This design comes from an exercise in tuning for small area, a short achievable clock period and few clock cycles per item on the open sky130 flow, not from production work.
The RTL was checked by simulation tests, not by an equivalence proof against the original design.
Power figures rest on the tool's default switching activity, not on a simulated workload.

Setup of build 4:
// mult8
module mult8(clk, nRST, c_ALL, m_busy, a_data, b_data, mult_out, m_finish);
Size in the first run: about 430 cells after synthesis, roughly 37 I/O pins, roughly 0.0030 mm^2 of cells after synthesis.
clock: 5.0 ns
lec_check: 0
cap_margin: 20
core_margin: 2
core_utilization: 40
gpl_timing_driven: 0
place_density: 0.6
setup_slack_margin: 2.2
slew_margin: 20
standard.sh (not shown) runs the stock make flow with config.mk's settings and CLKGATE_MAP_FILE= SYNTH_SCRIPT=/design/flow/synth_recipe.tcl, a recipe that flattens the netlist after the stock synthesis.
==> flow/flow/run.sh <==
#!/bin/bash
# Own layout flow: the standard flow (standard.sh), with its synthesis
# script swapped for flow/synth.tcl, which sources the standard script
# synth_recipe.tcl but skips full-adder extraction and maps with flow/map.abc.
set -euo pipefail
work=$(pwd)
export MY_WORK_DIR=$work
export MY_FLOW_DIR=$work/flow
sed -e "s#SYNTH_SCRIPT=[^ ]*#SYNTH_SCRIPT=$work/flow/synth.tcl ADDER_MAP_FILE= BUFFER_PORTS_ARGS=\"-buffer_cell sky130_fd_sc_hd__buf_2\"#" standard.sh > own_standard.sh
bash own_standard.sh > own_flow.log 2>&1
==> flow/flow/map.abc <==
strash
dch
map -D 1400
topo
stime -c
buffer -c
upsize -c -D 1400
dnsize -c -D 1400
stime -c
==> flow/flow/map_out.abc <==
strash
dch
map -D 900
topo
stime -c
buffer -c
upsize -c -D 900
dnsize -c -D 900
stime -c
==> flow/flow/synth.tcl <==
# Standard synthesis (synth_recipe.tcl, sourced unchanged) with two changes made
# from outside it: no full-adder extraction (ADDER_MAP_FILE is left empty on
# make's command line) and ABC technology mapping with delay-driven scripts:
# flow/map_out.abc for the logic between the registers and the outputs, then
# flow/map.abc for the rest.
proc abc {args} {
  set out {}
  set skip 0
  foreach a $args {
    if {$skip} { set skip 0; continue }
    if {$a eq "-script" || $a eq "-D"} { set skip 1; continue }
    lappend out $a
  }
  set dir $::env(MY_FLOW_DIR)
  if {[file exists $dir/map_out.abc]} {
    yosys select -set outcone o:* %ci*:-sky130_fd_sc_hd__edfxtp_1:-sky130_fd_sc_hd__dfrtp_1:-sky130_fd_sc_hd__dfxtp_1 t:\$_* %i
    puts "abc override: output cone with $dir/map_out.abc"
    yosys abc -script $dir/map_out.abc {*}$out @outcone
  }
  puts "abc override: rest with $dir/map.abc"
  yosys abc -script $dir/map.abc {*}$out
}
source $::env(MY_WORK_DIR)/synth_recipe.tcl
Testbench counts of build 4, summed over its fixed seeds: cycles 3,200, items 3,200.
Input-level comparison between build 43 and build 4:
Settings: SETUP_SLACK_MARGIN: 2.2 -> unset.
==> flow/flow/map.abc <==
strash
dch
map -D 2000
topo
stime -c
buffer -c
upsize -c -D 2000
dnsize -c -D 2000
stime -c
==> flow/flow/map_out.abc <==
strash
dch
map -D 600
topo
stime -c
buffer -c
upsize -c -D 600
dnsize -c -D 600
stime -c
Results
For build 4, the critical path start-end classification was flip-flop to output pin, unlike build 43, where it was input pin to flip-flop.
Sort build 43 and build 4 by non-clock buffer area fraction after layout desc -> top: build 4
Relative to build 4, the sum of met3 wire segment lengths after detailed routing measured on build 43 has decreased by more than 10%.
NOTE: cell count in build 43 falls short of that of build 4
On xor-xnor portion of the synthesized cell area, the lower figure sits with build 4, not build 43.
#### Input delta (build 42 over build 43)
==> flow/flow/synth.tcl <==
# Standard synthesis (synth_recipe.tcl, sourced unchanged) with two changes made
# from outside it: no full-adder extraction (ADDER_MAP_FILE is left empty on
# make's command line) and ABC mapped with a delay-driven script.
set my_abc_script $::env(MY_FLOW_DIR)/map.abc

proc abc {args} {
  set out {}
  set skip 0
  foreach a $args {
    if {$skip} { set skip 0; continue }
    if {$a eq "-script" || $a eq "-D"} { set skip 1; continue }
    lappend out $a
  }
  puts "abc override: -script $::my_abc_script"
  yosys abc -script $::my_abc_script {*}$out
}
source $::env(MY_WORK_DIR)/synth_recipe.tcl
removed: flow/flow/map_out.abc
==> comparison <==
- Changes observed in build 42 relative to build 43: summed area of non-filler cells in the final layout shrank by 8.0%, mean routed wirelength per cell shows an increase of about 8%, area inside the core boundary went down, standby leakage power decreased by 6.7% relative to the old numbers, clock insertion delay at the later pin of the skew report +0.02 ns.
- From build 43 to build 42 the numbers moved as follows: placed wire-length estimate moved down; share of total power in the clock network moved up.
- Side by side, count of placed standard cells in the final layout, fillers left out turned out lower in build 42 than in build 43.
- Max net total in the final layout across build 42 and build 43: build 43
- Against build 43 as the reference, build 42 delivers a lower clock buffer count in the final layout.
Here is what was changed in the inputs of build 86 compared with build 42.
Settings: SETUP_SLACK_MARGIN: unset -> 2.0.
==> flow/flow/map_out.abc (new file) <==
strash
dch
map -D 900
topo
stime -c
buffer -c
upsize -c -D 900
dnsize -c -D 900
stime -c
==> flow/flow/synth.tcl <==
# Standard synthesis (synth_recipe.tcl, sourced unchanged) with two changes made
# from outside it: no full-adder extraction (ADDER_MAP_FILE is left empty on
# make's command line) and ABC technology mapping with delay-driven scripts:
# flow/map_out.abc for the logic between the registers and the outputs, then
# flow/map.abc for the rest.
proc abc {args} {
  set out {}
  set skip 0
  foreach a $args {
    if {$skip} { set skip 0; continue }
    if {$a eq "-script" || $a eq "-D"} { set skip 1; continue }
    lappend out $a
  }
  set dir $::env(MY_FLOW_DIR)
  if {[file exists $dir/map_out.abc]} {
    yosys select -set outcone o:* %ci*:-sky130_fd_sc_hd__edfxtp_1:-sky130_fd_sc_hd__dfrtp_1:-sky130_fd_sc_hd__dfxtp_1 t:\$_* %i
    puts "abc override: output cone with $dir/map_out.abc"
    yosys abc -script $dir/map_out.abc {*}$out @outcone
  }
  puts "abc override: rest with $dir/map.abc"
  yosys abc -script $dir/map.abc {*}$out
}
source $::env(MY_WORK_DIR)/synth_recipe.tcl
- The estimated power of build 86 ends up higher than the estimate for build 42.
- On final worst slack, build 86 does better than build 42.
- Clock buffer count in build 86 is 1 above build 42.
- Fraction of layout instances using a drive strength above 1, build 42 and build 86: larger value in build 86
- Relative to build 42, total number of cells along the worst setup path has increased by 3 in build 86.
- Delta (build 86 minus build 42): time the worst path needs with I/O delays and setup shows a reduction of 0.75 ns, worst-path maximum fanout shows an increase of 7, register-to-register path setup slack shows no meaningful change.

[what the ideal ports hide]
The results above use ideal ports. As a check the final layouts listed here were re-extracted and re-timed, cells and wires unchanged.
Step 1, drivers: a clkbuf_16 drives clk and a buf_2 each remaining input, both assumed.
Step 2 also shifts input and output timing later by t, the mid clock arrival at the registers, as if the neighbouring blocks saw the same clock.
Three values: ideal, step 1, step 2; two values: the first two.
run	t, ns	setup WS [ns]	slew at the worst register clock pin (ns)	worst data-port slew with drivers (ns)
build 4	0.299	2.262 / 2.231 / 2.017	0.10 / 0.10	0.04
build 43	0.295	1.855 / 1.860 / 1.565	0.09 / 0.09	0.03
build 42	0.307	1.358 / 1.330 / 1.637	0.10 / 0.10	0.03
build 86	0.297	2.107 / 2.110 / 1.813	0.09 / 0.09	0.04
After both steps every run listed still meets setup and hold. For build 86, which loses most, drivers alone change the setup slack by +0.003 ns; drivers and shift together by -0.294 ns.
